This design comes from an exercise in tuning for a short achievable clock period on the open sky130 flow, not from production work. No functional check of the RTL was part of this run. Power and IR drop assume default switching activity.

### config.mk
export PLATFORM = sky130hd
export DESIGN_NAME = CPU
export DESIGN_NICKNAME = CPU
export VERILOG_FILES = /design/flow/design.v
export SDC_FILE = /design/flow/constraint.sdc
export NUM_CORES = 8
export LEC_CHECK = 0
export CAP_MARGIN = 20
export CORE_MARGIN = 2
export CORE_UTILIZATION = 40
export SLEW_MARGIN = 20
### constraint.sdc
create_clock -name core_clock -period 9.0 [get_ports {clock}]
set_input_delay 1.8000 -clock core_clock [delete_from_list [all_inputs] [get_ports {clock}]]
set_output_delay 1.8000 -clock core_clock [all_outputs]
set_load 0.01 [all_outputs]
### design.v
module CPU(clock, nReset, iMemOut, dMemOut, iAddr, dAddr, dWr, dMemIn);
input						clock;
input						nReset;
input	[31:0]				iMemOut;
input	[31:0]				dMemOut;
output	[19:0]				iAddr;
output	[19:0]				dAddr;
output						dWr;
output	[31:0]				dMemIn;
genvar gi;
integer k;
reg		[19:0]	PC;
reg		[31:0]	IR;
reg		[19:0]	IDPC;
reg				discard;
reg		[31:0]	ea;				 
reg		[31:0]	ebx;			 
reg				eADD, eAND, eOR, eXOR, eCIN;
reg				sMem, sAlu, sAndM4, sEa, sEaM4, sTrns, sAddr;
reg		[3:0]	ewn1, ewn2;
reg				ewreg1, ewreg2;
reg				ewmem;
reg		[19:0]	eDatRAMAddr;
reg		[31:0]	eDMemIn;
reg				eiPOP_iFPOP;
reg		[42:0]	eFP_d1a, eFP_d2a;
reg		[3:0]	eFP_Wn_CH1, eFP_Wn_CH2;
reg				eFP_WReg_CH1, eFP_WReg_CH2;
reg				eiFMOV_CH1, eiFMOV_CH2;
reg				eoAbs_CH1, eoAbs_CH2, eoTrns_CH1, eoTrns_CH2;
reg				eAbs_CH1, eAbs_CH2;
reg				eMS_CH1, eMS_CH2;
reg				eLWS;
reg				eInTrns1;
reg		[31:0]	wd1, wd2;
reg		[3:0]	wwn1, wwn2;
reg				wwe1, wwe2;
reg		[42:0]	wfd1, wfd2;
reg		[3:0]	wfwn1, wfwn2;
reg				wfwe1, wfwe2;
assign iAddr = PC;
assign dAddr = eDatRAMAddr;
assign dWr = ewmem;
assign dMemIn = eDMemIn;
wire	[511:0]	Rflat;
reg		[15:0]	Rv;
wire	[687:0]	Fflat;
reg		[15:0]	Fv;
wire	[15:0]	w1hit, w2hit, fw1hit, fw2hit;
generate for (gi = 0; gi < 16; gi = gi + 1) begin : GREG
	reg [31:0] r;
	reg [42:0] f;
	assign Rflat[gi*32 +: 32] = r;
	assign Fflat[gi*43 +: 43] = f;
	assign w1hit[gi] = wwe1 & (wwn1 == gi);
	assign w2hit[gi] = wwe2 & (wwn2 == gi);
	assign fw1hit[gi] = wfwe1 & (wfwn1 == gi);
	assign fw2hit[gi] = wfwe2 & (wfwn2 == gi);
	always @(posedge clock)
		if (w1hit[gi])
			r <= wd1;
		else if (w2hit[gi])
			r <= wd2;
	always @(posedge clock)
		if (fw1hit[gi])
			f <= wfd1;
		else if (fw2hit[gi])
			f <= wfd2;
end endgenerate
always @(posedge clock or negedge nReset)
	if (!nReset) begin
		Rv <= 16'b0;
		Fv <= 16'b0;
	end else begin
		Rv <= Rv | w1hit | w2hit;
		Fv <= Fv | fw1hit | fw2hit;
	end
function [31:0] rd32;
	input [511:0] flat;
	input [15:0] v;
	input [3:0] n;
	integer j;
	begin
		rd32 = 32'b0;
		for (j = 0; j < 16; j = j + 1)
			if (n == j && v[j])
				rd32 = rd32 | flat[j*32 +: 32];
	end
endfunction
function [42:0] rd43;
	input [687:0] flat;
	input [15:0] v;
	input [3:0] n;
	integer j;
	begin
		rd43 = 43'b0;
		for (j = 0; j < 16; j = j + 1)
			if (n == j && v[j])
				rd43 = rd43 | flat[j*43 +: 43];
	end
endfunction
wire	[31:0]	aluSum = ea + ebx + {31'b0, eCIN};
wire	[31:0]	aluLog = ({32{eAND}} & (ea & ebx)) | ({32{eOR}} & (ea | ebx)) | ({32{eXOR}} & (ea ^ ebx));
wire	[31:0]	aluRes = eADD ? aluSum : aluLog;
wire	[31:0]	aluT = ea ^ ebx;
wire	[31:0]	aluK = {ea[30:0] | ebx[30:0], eCIN};
wire			aluSumZero = (aluT == aluK);
wire			aluZero = eADD ? aluSumZero : ~|aluLog;
wire	[19:0]	csS = ea[19:0] ^ ebx[19:0] ^ 20'h4;
wire	[19:0]	csC = {(ea[18:0] & ebx[18:0]) | {16'b0, ea[2] | ebx[2], 2'b0}, eCIN};
wire	[19:0]	aluSumP4 = csS + csC;
wire	[19:0]	aluLogP4 = aluLog[19:0] + 20'd4;
wire	[19:0]	aluResP4 = eADD ? aluSumP4 : aluLogP4;
wire	[31:0]	eaM4 = ea - 32'd4;
wire	[31:0]	andM4 = eaM4 & ebx;
wire	[42:0]	TrnsIn = eInTrns1 ? eFP_d1a : eFP_d2a;
wire	[31:0]	TrnsLow = TrnsIn[31:0];
wire	[31:0]	TrnsHigh = {21'b0, TrnsIn[42:32]};
wire	[31:0]	addr32 = {12'b0, eDatRAMAddr};
wire	[31:0]	early1 = ({32{sEa}} & ea) | ({32{sEaM4}} & eaM4) | ({32{sAndM4}} & andM4) |
					({32{sTrns}} & TrnsLow) | ({32{sAddr}} & addr32);
wire	[19:0]	early1P4 = ({20{sEa}} & (ea[19:0] + 20'd4)) | ({20{sEaM4}} & ea[19:0]) |
					({20{sAndM4}} & (andM4[19:0] + 20'd4)) | ({20{sTrns}} & (TrnsLow[19:0] + 20'd4)) |
					({20{sAddr}} & (eDatRAMAddr + 20'd4));
wire	[19:0]	memP4 = dMemOut[19:0] + 20'd4;
wire	[31:0]	ed1 = sMem ? dMemOut : (sAlu ? aluRes : early1);
wire	[19:0]	ed1P4 = sMem ? memP4 : (sAlu ? aluResP4 : early1P4);
wire	[31:0]	ed2 = eiPOP_iFPOP ? dMemOut : TrnsHigh;
wire	[19:0]	ed2P4 = eiPOP_iFPOP ? memP4 : (TrnsHigh[19:0] + 20'd4);
wire			earlyZero = ~|early1;
wire			INT_Zero = sMem ? ~|dMemOut : (sAlu ? aluZero : earlyZero);
wire			INT_Neg = ed1[31];
wire	[42:0]	RMem1 = eLWS ? {eFP_d1a[42:32], dMemOut} : {dMemOut[10:0], eFP_d1a[31:0]};
wire	[42:0]	RMem2 = eLWS ? {eFP_d2a[42:32], dMemOut} : {dMemOut[10:0], eFP_d2a[31:0]};
wire	[42:0]	TrnsOut = eMS_CH1 ? RMem1 : (eMS_CH2 ? RMem2 : {ebx[10:0], ea[31:0]});
wire	[42:0]	AbsOpp1 = {eAbs_CH1 ? 1'b0 : ~eFP_d1a[42], eFP_d1a[41:0]};
wire	[42:0]	AbsOpp2 = {eAbs_CH2 ? 1'b0 : ~eFP_d2a[42], eFP_d2a[41:0]};
wire	[42:0]	eFP_ed1 = eiFMOV_CH1 ? eFP_d1a : (eoAbs_CH1 ? AbsOpp1 : (eoTrns_CH1 ? TrnsOut : 43'b0));
wire	[42:0]	eFP_ed2 = eiFMOV_CH2 ? eFP_d2a : (eoAbs_CH2 ? AbsOpp2 : (eoTrns_CH2 ? TrnsOut : 43'b0));
wire			FP_Zero_CH1 = ~|eFP_ed1[41:0];
wire			FP_Zero_CH2 = ~|eFP_ed2[41:0];
wire			FP_Neg_CH1 = eFP_ed1[42];
wire			FP_Neg_CH2 = eFP_ed2[42];
wire	[5:0]	OpCode = IR[31:26];
wire			isFP = OpCode[5] & OpCode[4];
wire			iALU  = OpCode == 6'd1;
wire			iJMP  = OpCode == 6'd2;
wire			iJZ   = OpCode == 6'd3;
wire			iJNZ  = OpCode == 6'd4;
wire			iJNEG = OpCode == 6'd5;
wire			iJPOS = OpCode == 6'd6;
wire			iADDI = OpCode == 6'd7;
wire			iSUBI = OpCode == 6'd8;
wire			iANDI = OpCode == 6'd9;
wire			iORI  = OpCode == 6'd10;
wire			iXORI = OpCode == 6'd11;
wire			iCALL = OpCode == 6'd12;
wire			iLDPC = OpCode == 6'd13;
wire			iST   = OpCode == 6'd14;
wire			iLD   = OpCode == 6'd15;
wire			iLUI  = OpCode == 6'd16;
wire			iSVFL = OpCode == 6'd17;
wire			iPUSH = OpCode == 6'd18;
wire			iPOP  = OpCode == 6'd19;
wire			fdisc = discard | ~isFP;
wire	[14:0]	s1 = IR[29:15];
wire	[14:0]	s2 = IR[14:0];
wire	[3:0]	fop1 = s1[14:11], fop2 = s2[14:11];
wire			send1 = s1[2], send2 = s2[2];
wire			lws1 = s1[1], lws2 = s2[1];
wire	[3:0]	fw1 = s1[10:7], fw2 = s2[10:7];
wire	[3:0]	fr1 = s1[6:3], fr2 = s2[6:3];
wire			tr1 = fop1 == 4'd1, tr2 = fop2 == 4'd1;
wire			mv1 = fop1 == 4'd2, mv2 = fop2 == 4'd2;
wire			abs1 = fop1 == 4'd8, abs2 = fop2 == 4'd8;
wire			ao1 = (fop1 == 4'd8) | (fop1 == 4'd9), ao2 = (fop2 == 4'd8) | (fop2 == 4'd9);
wire			svfl1 = fop1 == 4'd10, svfl2 = fop2 == 4'd10;
wire			fmem1 = fop1 == 4'd11, fmem2 = fop2 == 4'd11;
wire			fstk1 = fop1 == 4'd12, fstk2 = fop2 == 4'd12;
wire			nop1 = fop1 == 4'd0, nop2 = fop2 == 4'd0;
wire			ms1 = fmem1 | fstk1, ms2 = fmem2 | fstk2;
wire			funTrns1 = tr1 | ms1, funTrns2 = tr2 | ms2;
wire			act1 = ~fdisc & ~nop1, act2 = ~fdisc & ~nop2;
wire			FP_WReg_CH1 = act1 & (mv1 | ao1 | ~send1);
wire			FP_WReg_CH2 = act2 & (mv2 | ao2 | ~send2);
wire			oAbs1 = act1 & ao1, oAbs2 = act2 & ao2;				 
wire			oTrns1 = act1 & ~send1 & funTrns1, oTrns2 = act2 & ~send2 & funTrns2;	 
wire			inTrns1 = act1 & send1 & funTrns1;					 
wire	[3:0]	INT_Wn_CH1 = fstk1 ? 4'd14 : fw1, INT_Wn_CH2 = fstk2 ? 4'd14 : fw2;
wire	[3:0]	INT_Rn_CH1 = fstk1 ? 4'd14 : fr1, INT_Rn_CH2 = fstk2 ? 4'd14 : fr2;
wire			WMem_CH1 = ms1 & send1 & ~fdisc, WMem_CH2 = ms2 & send2 & ~fdisc;
wire			RMem_CH1 = ms1 & ~send1, RMem_CH2 = ms2 & ~send2;
wire	[3:0]	FP_Rna_CH1 = (WMem_CH1 | RMem_CH1) ? fw1 : fr1;
wire	[3:0]	FP_Rna_CH2 = (WMem_CH2 | RMem_CH2) ? fw2 : fr2;
wire			INT_RReg_CH1 = (tr1 & ~send1) | ms1, INT_RReg_CH2 = (tr2 & ~send2) | ms2;
wire			INT_WReg_CH1 = ((tr1 & send1) | svfl1 | fstk1) & ~fdisc;
wire			INT_WReg_CH2 = ((tr2 & send2) | svfl2 | fstk2) & ~fdisc;
wire			FP_LowWordSel = ms1 ? lws1 : lws2;
wire			iTRNS2INT = (tr1 & INT_WReg_CH1) | (tr2 & INT_WReg_CH2);
wire			iFPUSH = isFP & ((fstk1 & WMem_CH1) | (fstk2 & WMem_CH2));
wire			iFPOP = isFP & ((fstk1 & FP_WReg_CH1) | (fstk2 & FP_WReg_CH2));
wire			iPUSH_iPOP = iPUSH | iPOP | (isFP & (fstk1 | fstk2));
wire			iPOP_iFPOP = iPOP | iFPOP;
wire			pushAny = iPUSH | iFPUSH;
wire	[3:0]	INT_Wn = iCALL ? 4'd15 : (iPUSH_iPOP ? 4'd14 : IR[25:22]);
wire	[3:0]	FP_Wn1 = INT_WReg_CH1 ? INT_Wn_CH1 : INT_Wn_CH2;
wire	[3:0]	wn1 = isFP ? FP_Wn1 : INT_Wn;
wire	[3:0]	wn2 = iPOP ? IR[25:22] : (wn1 | 4'b0001);
wire	[3:0]	rna = isFP ? (INT_RReg_CH1 ? INT_Rn_CH1 : INT_Rn_CH2) : (iPUSH_iPOP ? 4'd14 : IR[21:18]);
wire	[3:0]	rnb = isFP ? (rna | 4'b0001) : IR[17:14];
wire	[31:0]	qa = rd32(Rflat, Rv, rna);
wire	[31:0]	qb = rd32(Rflat, Rv, rnb);
wire			mEa1 = ewreg1 & (ewn1 == rna), mEa2 = ewreg2 & (ewn2 == rna);
wire			mWa1 = wwe1 & (wwn1 == rna), mWa2 = wwe2 & (wwn2 == rna);
wire			mEb1 = ewreg1 & (ewn1 == rnb), mEb2 = ewreg2 & (ewn2 == rnb);
wire			mWb1 = wwe1 & (wwn1 == rnb), mWb2 = wwe2 & (wwn2 == rnb);
wire	[31:0]	fqaEarly = mWa1 ? wd1 : (mWa2 ? wd2 : qa);
wire	[31:0]	fqbEarly = mWb1 ? wd1 : (mWb2 ? wd2 : qb);
wire	[31:0]	fqa = mEa1 ? ed1 : (mEa2 ? ed2 : fqaEarly);
wire	[31:0]	fqb = mEb1 ? ed1 : (mEb2 ? ed2 : fqbEarly);
wire	[19:0]	fqaP4 = mEa1 ? ed1P4 : (mEa2 ? ed2P4 : (fqaEarly[19:0] + 20'd4));
wire	[42:0]	fq1Early, fq2Early;
wire	[42:0]	FP_q1a = rd43(Fflat, Fv, FP_Rna_CH1);
wire	[42:0]	FP_q2a = rd43(Fflat, Fv, FP_Rna_CH2);
assign fq1Early = (wfwe1 & (wfwn1 == FP_Rna_CH1)) ? wfd1 : ((wfwe2 & (wfwn2 == FP_Rna_CH1)) ? wfd2 : FP_q1a);
assign fq2Early = (wfwe1 & (wfwn1 == FP_Rna_CH2)) ? wfd1 : ((wfwe2 & (wfwn2 == FP_Rna_CH2)) ? wfd2 : FP_q2a);
wire	[42:0]	FP_d1a = (eFP_WReg_CH1 & (eFP_Wn_CH1 == FP_Rna_CH1)) ? eFP_ed1 :
					((eFP_WReg_CH2 & (eFP_Wn_CH2 == FP_Rna_CH1)) ? eFP_ed2 : fq1Early);
wire	[42:0]	FP_d2a = (eFP_WReg_CH1 & (eFP_Wn_CH1 == FP_Rna_CH2)) ? eFP_ed1 :
					((eFP_WReg_CH2 & (eFP_Wn_CH2 == FP_Rna_CH2)) ? eFP_ed2 : fq2Early);
wire			INT_Pos = ~INT_Neg & ~INT_Zero;
wire			FP_Pos_CH1 = ~FP_Neg_CH1 & ~FP_Zero_CH1;
wire			FP_Pos_CH2 = ~FP_Neg_CH2 & ~FP_Zero_CH2;
wire	[1:0]	FlagSel = IR[21:20];
wire			zero = (FlagSel == 2'b01) ? FP_Zero_CH1 : ((FlagSel == 2'b10) ? FP_Zero_CH2 : INT_Zero);
wire			negtive = (FlagSel == 2'b01) ? FP_Neg_CH1 : ((FlagSel == 2'b10) ? FP_Neg_CH2 : INT_Neg);
wire			positive = ~zero & ~negtive;
wire			condTaken = (iJZ & zero) | (iJNZ & ~zero) | (iJNEG & negtive) | (iJPOS & positive);
wire			NPCSel = ~discard & (iJMP | iCALL | iLDPC | condTaken);
wire	[19:0]	immTgt = {IR[17:0], 2'b00};
wire	[19:0]	brTgt = (iJMP | iCALL) ? immTgt : (IDPC + immTgt);
wire	[19:0]	NPC1 = iLDPC ? fqa[19:0] : brTgt;
wire	[19:0]	NextPC = NPCSel ? NPC1 : (PC + 20'd4);
wire			wregFP = INT_WReg_CH1 | INT_WReg_CH2;
wire			wreg1 = ~discard & (iALU | iADDI | iSUBI | iANDI | iORI | iXORI | iCALL | iLD | iLUI | iSVFL |
							iPOP | (isFP & wregFP) | pushAny | iPOP_iFPOP);
wire			wreg2 = ~discard & (iPOP | (isFP & iTRNS2INT & wregFP & ~svfl1 & ~svfl2));
wire			wmem = ~discard & (iST | (isFP & (WMem_CH1 | WMem_CH2)) | pushAny);
wire			wra = iCALL | iLUI | iSVFL | (isFP & (svfl1 | svfl2)) | pushAny;
wire	[3:0]	RegFun = IR[3:0];
wire			fADD = (iALU & RegFun == 4'd3) | iADDI;
wire			fSUB = (iALU & RegFun == 4'd4) | iSUBI;
wire			fAND = (iALU & RegFun == 4'd0) | iANDI | ~(iALU | iADDI | iSUBI | iANDI | iORI | iXORI);
wire			fOR  = (iALU & RegFun == 4'd1) | iORI;
wire			fXOR = (iALU & RegFun == 4'd2) | iXORI;
wire	[31:0]	seimm = {{14{IR[17]}}, IR[17:0]};
wire	[31:0]	zeimm = {14'b0, IR[17:0]};
wire	[31:0]	db = (iADDI | iSUBI) ? seimm : ((iANDI | iORI | iXORI) ? zeimm : fqb);
wire	[31:0]	da = iCALL ? ({12'b0, IDPC} + 32'd4) :
				 iLUI ? {IR[15:0], 16'b0} :
				 iSVFL ? {29'b0, INT_Zero, INT_Pos, INT_Neg} :
				 (isFP & ~pushAny & svfl1) ? {29'b0, FP_Zero_CH1, FP_Pos_CH1, FP_Neg_CH1} :
				 (isFP & ~pushAny & svfl2) ? {29'b0, FP_Zero_CH2, FP_Pos_CH2, FP_Neg_CH2} :
				 fqa;			 
wire	[3:0]	srcVec = {iLD, wra, iTRNS2INT, iPOP_iFPOP};
wire			nsMem  = srcVec == 4'b1000;
wire			nsEaAny = srcVec == 4'b0100;
wire			nsTrns = srcVec == 4'b0010;
wire			nsAddr = srcVec == 4'b0001;
wire			nsAluAny = ~(nsMem | nsEaAny | nsTrns | nsAddr);
wire			useP = iPOP_iFPOP | (isFP & ~FP_LowWordSel & ~iFPUSH);
wire			useA = ~useP & (iST | iLD | pushAny | isFP);
wire	[19:0]	DatRAMAddr = useP ? fqaP4 : (useA ? fqa[19:0] : 20'b0);
wire	[42:0]	TrnsInD = inTrns1 ? FP_d1a : FP_d2a;
wire	[31:0]	DMemInD = isFP ? (FP_LowWordSel ? TrnsInD[31:0] : {21'b0, TrnsInD[42:32]}) : fqb;
always @(posedge clock or negedge nReset)
	if (!nReset) begin
		PC <= 20'b0;
		IR <= 32'b0;
		IDPC <= 20'b0;
		discard <= 1'b1;
		ewreg1 <= 1'b0;
		ewreg2 <= 1'b0;
		ewmem <= 1'b0;
		eFP_WReg_CH1 <= 1'b0;
		eFP_WReg_CH2 <= 1'b0;
		wwe1 <= 1'b0;
		wwe2 <= 1'b0;
		wfwe1 <= 1'b0;
		wfwe2 <= 1'b0;
	end else begin
		PC <= NextPC;
		IR <= iMemOut;
		IDPC <= PC;
		discard <= NPCSel;
		ewreg1 <= wreg1;
		ewreg2 <= wreg2;
		ewmem <= wmem;
		eFP_WReg_CH1 <= FP_WReg_CH1;
		eFP_WReg_CH2 <= FP_WReg_CH2;
		wwe1 <= ewreg1;
		wwe2 <= ewreg2;
		wfwe1 <= eFP_WReg_CH1;
		wfwe2 <= eFP_WReg_CH2;
	end
always @(posedge clock) begin
	ea <= da;
	ebx <= fSUB ? ~db : db;
	eADD <= fADD | fSUB;
	eCIN <= fSUB;
	eAND <= fAND;
	eOR <= fOR;
	eXOR <= fXOR;
	sMem <= nsMem;
	sAlu <= nsAluAny & ~pushAny;
	sAndM4 <= nsAluAny & pushAny;
	sEa <= nsEaAny & ~pushAny;
	sEaM4 <= nsEaAny & pushAny;
	sTrns <= nsTrns;
	sAddr <= nsAddr;
	ewn1 <= wn1;
	ewn2 <= wn2;
	eDatRAMAddr <= DatRAMAddr;
	eDMemIn <= DMemInD;
	eiPOP_iFPOP <= iPOP_iFPOP;
	eFP_d1a <= FP_d1a;
	eFP_d2a <= FP_d2a;
	eFP_Wn_CH1 <= fw1;
	eFP_Wn_CH2 <= fw2;
	eiFMOV_CH1 <= mv1;
	eiFMOV_CH2 <= mv2;
	eoAbs_CH1 <= oAbs1;
	eoAbs_CH2 <= oAbs2;
	eoTrns_CH1 <= oTrns1;
	eoTrns_CH2 <= oTrns2;
	eAbs_CH1 <= abs1;
	eAbs_CH2 <= abs2;
	eMS_CH1 <= ms1;
	eMS_CH2 <= ms2;
	eLWS <= FP_LowWordSel;
	eInTrns1 <= inTrns1;
	wd1 <= ed1;
	wd2 <= ed2;
	wwn1 <= ewn1;
	wwn2 <= ewn2;
	wfd1 <= eFP_ed1;
	wfd2 <= eFP_ed2;
	wfwn1 <= eFP_Wn_CH1;
	wfwn2 <= eFP_Wn_CH2;
end
endmodule
### run.sh
#!/bin/bash
# synth_recipe.tcl (not shown) runs the flow's synth.tcl, then flattens the netlist and writes it again
# the make line also repeats each setting of config.mk as NAME=value (left out here)
make -C /OpenROAD-flow-scripts/flow DESIGN_CONFIG=/design/flow/config.mk WORK_HOME=/design/flow/orfs CLKGATE_MAP_FILE= SYNTH_SCRIPT=/design/flow/synth_recipe.tcl finish
==> run notes <==
==> per-stage QoR <==
| step | total power (µW) | hold WS, ns | area (µm²) |
|---|---|---|---|
| 3_5_place_dp | 16720 | 0.3847 | 108300 |
| 2_1_floorplan | 13580 | 0.3455 | 103100 |
| 4_1_cts | 24750 | 0.3082 | 114700 |
| 3_3_place_gp | 16680 | 0.3844 | 108300 |
| 5_1_grt | 25710 | 0.3233 | 114800 |
| 6_report | 25290 | 0.2913 | 114800 |
==> worst max-delay path, stage by stage (launching register included) <==
cell       delay [ns]
dfrtp_1          0.70
nand4bb_1        0.62
a22oi_1          0.40
buf_4            0.32
mux2i_1          0.81
and3_2           1.14
buf_4            0.48
a22o_1           0.18
a221oi_1         0.05
nand4_1          0.22
mux2i_1          0.22
a21o_1           0.28
mux2_2           0.26
a21oi_1          0.14
o22ai_1          0.30
a211oi_2         0.76
==> report_power, final <==
| group | total, µW | switching [µW] | internal (µW) |
|---|---|---|---|
| Combinational | 6870 | 4460 | 2410 |
| Sequential | 10200 | 1210 | 9030 |
| Clock | 8180 | 3540 | 4640 |
| Total | 25300 | 9210 | 16100 |
==> cell type report <==
class	count	area, µm²	area share
Clock buffer	269	5540	0.04825
Tap cell	3384	4234	0.03687
Inverter	216	810.8	0.007061
Clock inverter	95	800.8	0.006974
Timing Repair Buffer	467	3890	0.03388
Multi-Input combinational cell	6763	52420	0.4565
Antenna cell	18	45.04	0.0003923
Sequential cell	1723	47090	0.4101
==> cells in the final DEF, fill, tap and decap left out, drive strengths merged, types with 208 or more instances in the layout <==
master / netlist / final
a221oi: 390 / 390
nand3: 238 / 238
a22oi: 366 / 366
buf: 138 / 328
clkbuf: 814 / 271
mux2i: 248 / 248
a22o: 385 / 385
dfxtp: 409 / 409
o21ai: 365 / 365
edfxtp: 1200 / 1200
nor2: 527 / 527
a21oi: 373 / 373
xnor2: 241 / 241
mux2: 1263 / 1263
nand4: 208 / 208
nand2: 524 / 524
inv: 212 / 215
==> metal layers <==
layer  GRT usage  vias to the layer above  part of all wire
met5    0.002192                        -           0.00037
met3      0.1490                     2395              0.16
li1            -                    37090                 -
met1      0.4868                    46410              0.35
met2      0.5507                     9348              0.41
met4      0.2450                       20             0.081
==> state kept, by name (all words and copies together) (netlist names), 16 cells and up <==
signal,count
GREG.f,688
GREG.r,512
IR,32
eFP_d2a,43
eFP_d1a,43
IDPC,20
wd2,32
PC,20
wfd2,43
ebx,32
Rv,16
eDMemIn,32
eDatRAMAddr,20
ea,32
wd1,32
wfd1,43
Fv,16
==> kinds of logic (layout without fill, tap and decap cells) <==
family / count (synthesis) / in the layout
buffers and inverters: 1168 / 1047
adders and majority gates: 135 / 135
other: 0 / 18
AOI/OAI and AO/OA: 2647 / 2647
DFF: 1723 / 1723
and+or+nand+nor: 2136 / 2136
muxes: 1512 / 1512
xor gates and xnor gates: 333 / 333
==> how the worst max path moves through the flow <==
stage / from / endpoint / slack [ns] / depth (start not counted)
6_report: IR[27] / eDMemIn[7] / 1.92 / 15
2_1_floorplan: dMemOut[4] / PC[14] / 4.19 / 14
5_1_grt: IR[27] / eDMemIn[7] / 1.94 / 15
3_3_place_gp: dMemOut[20] / PC[11] / 2.00 / 14
4_1_cts: IR[26] / ebx[16] / 2.47 / 13
3_5_place_dp: dMemOut[20] / PC[11] / 2.06 / 14
==> flow_metrics.env <==
export IMPL_globalplace_congestion=1.086
export IMPL_cts_clk_slew_worst_paths_ns=0.06
export IMPL_hold_path_endpoint="wfwn2[2]"
export IMPL_worst_setup_path_start_kind="flip-flop"
export IMPL_post_drt_via_cell_ratio=7.365
export IMPL_placementRows=186
export IMPL_die_area_um2=261900
export IMPL_finalSetupViolations=0
export IMPL_dpl_cell_count=12550
export IMPL_totalNegativeSetupSlack_ns=0
export IMPL_detail_route_drc_violations=0
export IMPL_timing_hold_worst_path_depth=0
export IMPL_netlist_top_cell_by_area="edfxtp_1"
export IMPL_drt_antenna_violating_nets=0
export IMPL_via_count_of_the_first_global_routing_pass=89780
export IMPL_synth_yosys_warnings=1
export IMPL_wl_um=531400
export IMPL_worst_ir_drop_on_vdd_v=0.0001751
export IMPL_status="no timing/DRC/antenna violations"
export IMPL_power_per_cell_area_nw_per_um2=220.3
export IMPL_criticalPathCategory="flip-flop to flip-flop"
export IMPL_synth_fa_ha_area_frac=0.01791
export IMPL_core_area_um2=256700
export IMPL_leakagePower_uw=0.04274
export IMPL_cp_data_arrival_time_ns=7.77
export IMPL_final_global_route_overflow_total=0
export IMPL_die_width_um=511.7
export IMPL_clock_insertion_delay_worst_skew_ns=0.93
export IMPL_number_of_buffers_created_by_cts=201
export IMPL_initial_antenna_violation_count=38
export IMPL_globalRouteTotalUtil=0.3862
export IMPL_synth_compound_gate_area_share=0.1889
export IMPL_cts_root_buf="clkbuf_16"
export IMPL_route_vias_total=95270
export IMPL_grt_setup_unrepaired="false"
export IMPL_synth_async_sr_flop_share=0.06616
export IMPL_instances_no_fill=12940
export IMPL_worst_r2r_startpoint="IR[27]"
export IMPL_area_growth_syn_to_layout_pct=11.36
export IMPL_synth_flop_cell="edfxtp_1"
export IMPL_maxSlewHeadroom=0.1436
export IMPL_muxShareOfSynthArea=0.1623
export IMPL_final_core_utilization=0.4473
export IMPL_timing_hold_worst_class="flip-flop to flip-flop"
export IMPL_postSynthRegisterBits=1723
export IMPL_leading_cell_type_by_number_of_instances_after_synthesis="mux2_2"
export IMPL_netlist_instances=9654
export IMPL_yosys_area_share_simple=0.1026
export IMPL_yosysSeqAreaShare=0.4565
export IMPL_dp_slack_ns=2.062
export IMPL_nNetsFinal=9573
export IMPL_syn_nets=9855
export IMPL_synth_unique_cells=111
export IMPL_tritoncts_clock_tree="built"
export IMPL_finalWorstSetupSlack_ns=1.921
export IMPL_timing_final_hold_violations=0
export IMPL_critical_path_endpoint_type="flip-flop"
export IMPL_wl_per_cell_um=41.08
export IMPL_htree_levels=4
export IMPL_startpoint_of_the_tightest_hold_check_path="eFP_Wn_CH2[2]"
export IMPL_critical_path_peak_fanout=28
export IMPL_cts_post_setup_buffers_inserted=0
export IMPL_layout_worst_path_cycle_share=0.7865
export IMPL_drv_max_cap_violation_count=0
export IMPL_clock_path_buffers=4
export IMPL_critical_path_required_ns=9.69
export IMPL_upper_clock_frequency_limit_mhz=141.3
export IMPL_layout_filler_cells=23910
export IMPL_initial_cell_density_of_the_core=0.4017
export IMPL_dp_hpwl_um=343000
export IMPL_grt_max_degree=65
export IMPL_yosys_top_cells_area="edfxtp_1 35%, mux2_2 14%, dfxtp_1 7.9%, a221oi_1 3.3%, a22o_1 3.3%"
export IMPL_grt_pass1_wl_um=719700
export IMPL_synth_edff_count=1200
export IMPL_portBuffers=138
export IMPL_fin_worst_skew_ns=0.1362
export IMPL_period_minus_slack_ns=7.079
export IMPL_post_synth_xor_area_fraction=0.02828
export IMPL_yosys_area_top_type_share=0.3495
export IMPL_r2r_slack_ns=1.92
export IMPL_share_of_cells_above_drive_strength_1=0.2218
export IMPL_max_slew_worst_pin_slew_ns=1.285
export IMPL_holdBufCountCts=0
export IMPL_synth_top_cells_by_count="1257 x mux2_2, 1200 x edfxtp_1, 811 x clkbuf_1, 525 x nor2_1, 524 x nand2_1"
export IMPL_largest_family_of_logic_cells_by_synthesized_area="compound AO/OA/AOI/OAI gates"
export IMPL_worstReg2RegEnd="eDMemIn[7]"
export IMPL_die_height_um=511.7
export IMPL_detailedRoute_firstPassIterationCount=15
export IMPL_synth_area_per_cell_um2=10.68
export IMPL_reg2reg_depth=15
export IMPL_number_of_i_o_pins=139
export IMPL_cts_repair_resize_count=0
export IMPL_tritoncts_num_sinks=1723
export IMPL_syn_area_um2=103100
export IMPL_final_max_slew_viol_count=0
export IMPL_drt_iter0_drc=20140

[re-timing with driven ports]
The flow's constraints put no driver on any port. The routed layout listed below was extracted and timed again, unchanged, in two steps.
Step 1 assumes that a clkbuf_16 drives the clock port and a buf_2 every other input.
Step 2 also shifts input and output timing later by t, the mid clock arrival at the registers, as if the neighbouring blocks saw the same clock.
a / b / c = ideal ports / drivers / drivers and shift; a / b = the first two.
t, ns: 0.959
setup slack, ns: 1.921 / 1.921 / 1.828
slew at the worst register clock pin (ns): 0.08 / 0.08
worst slew at a driven data input, ns: 0.15
After both steps this run still meets setup and hold. For this run, drivers alone change the setup slack by 0.000 ns; drivers and shift together by -0.093 ns.
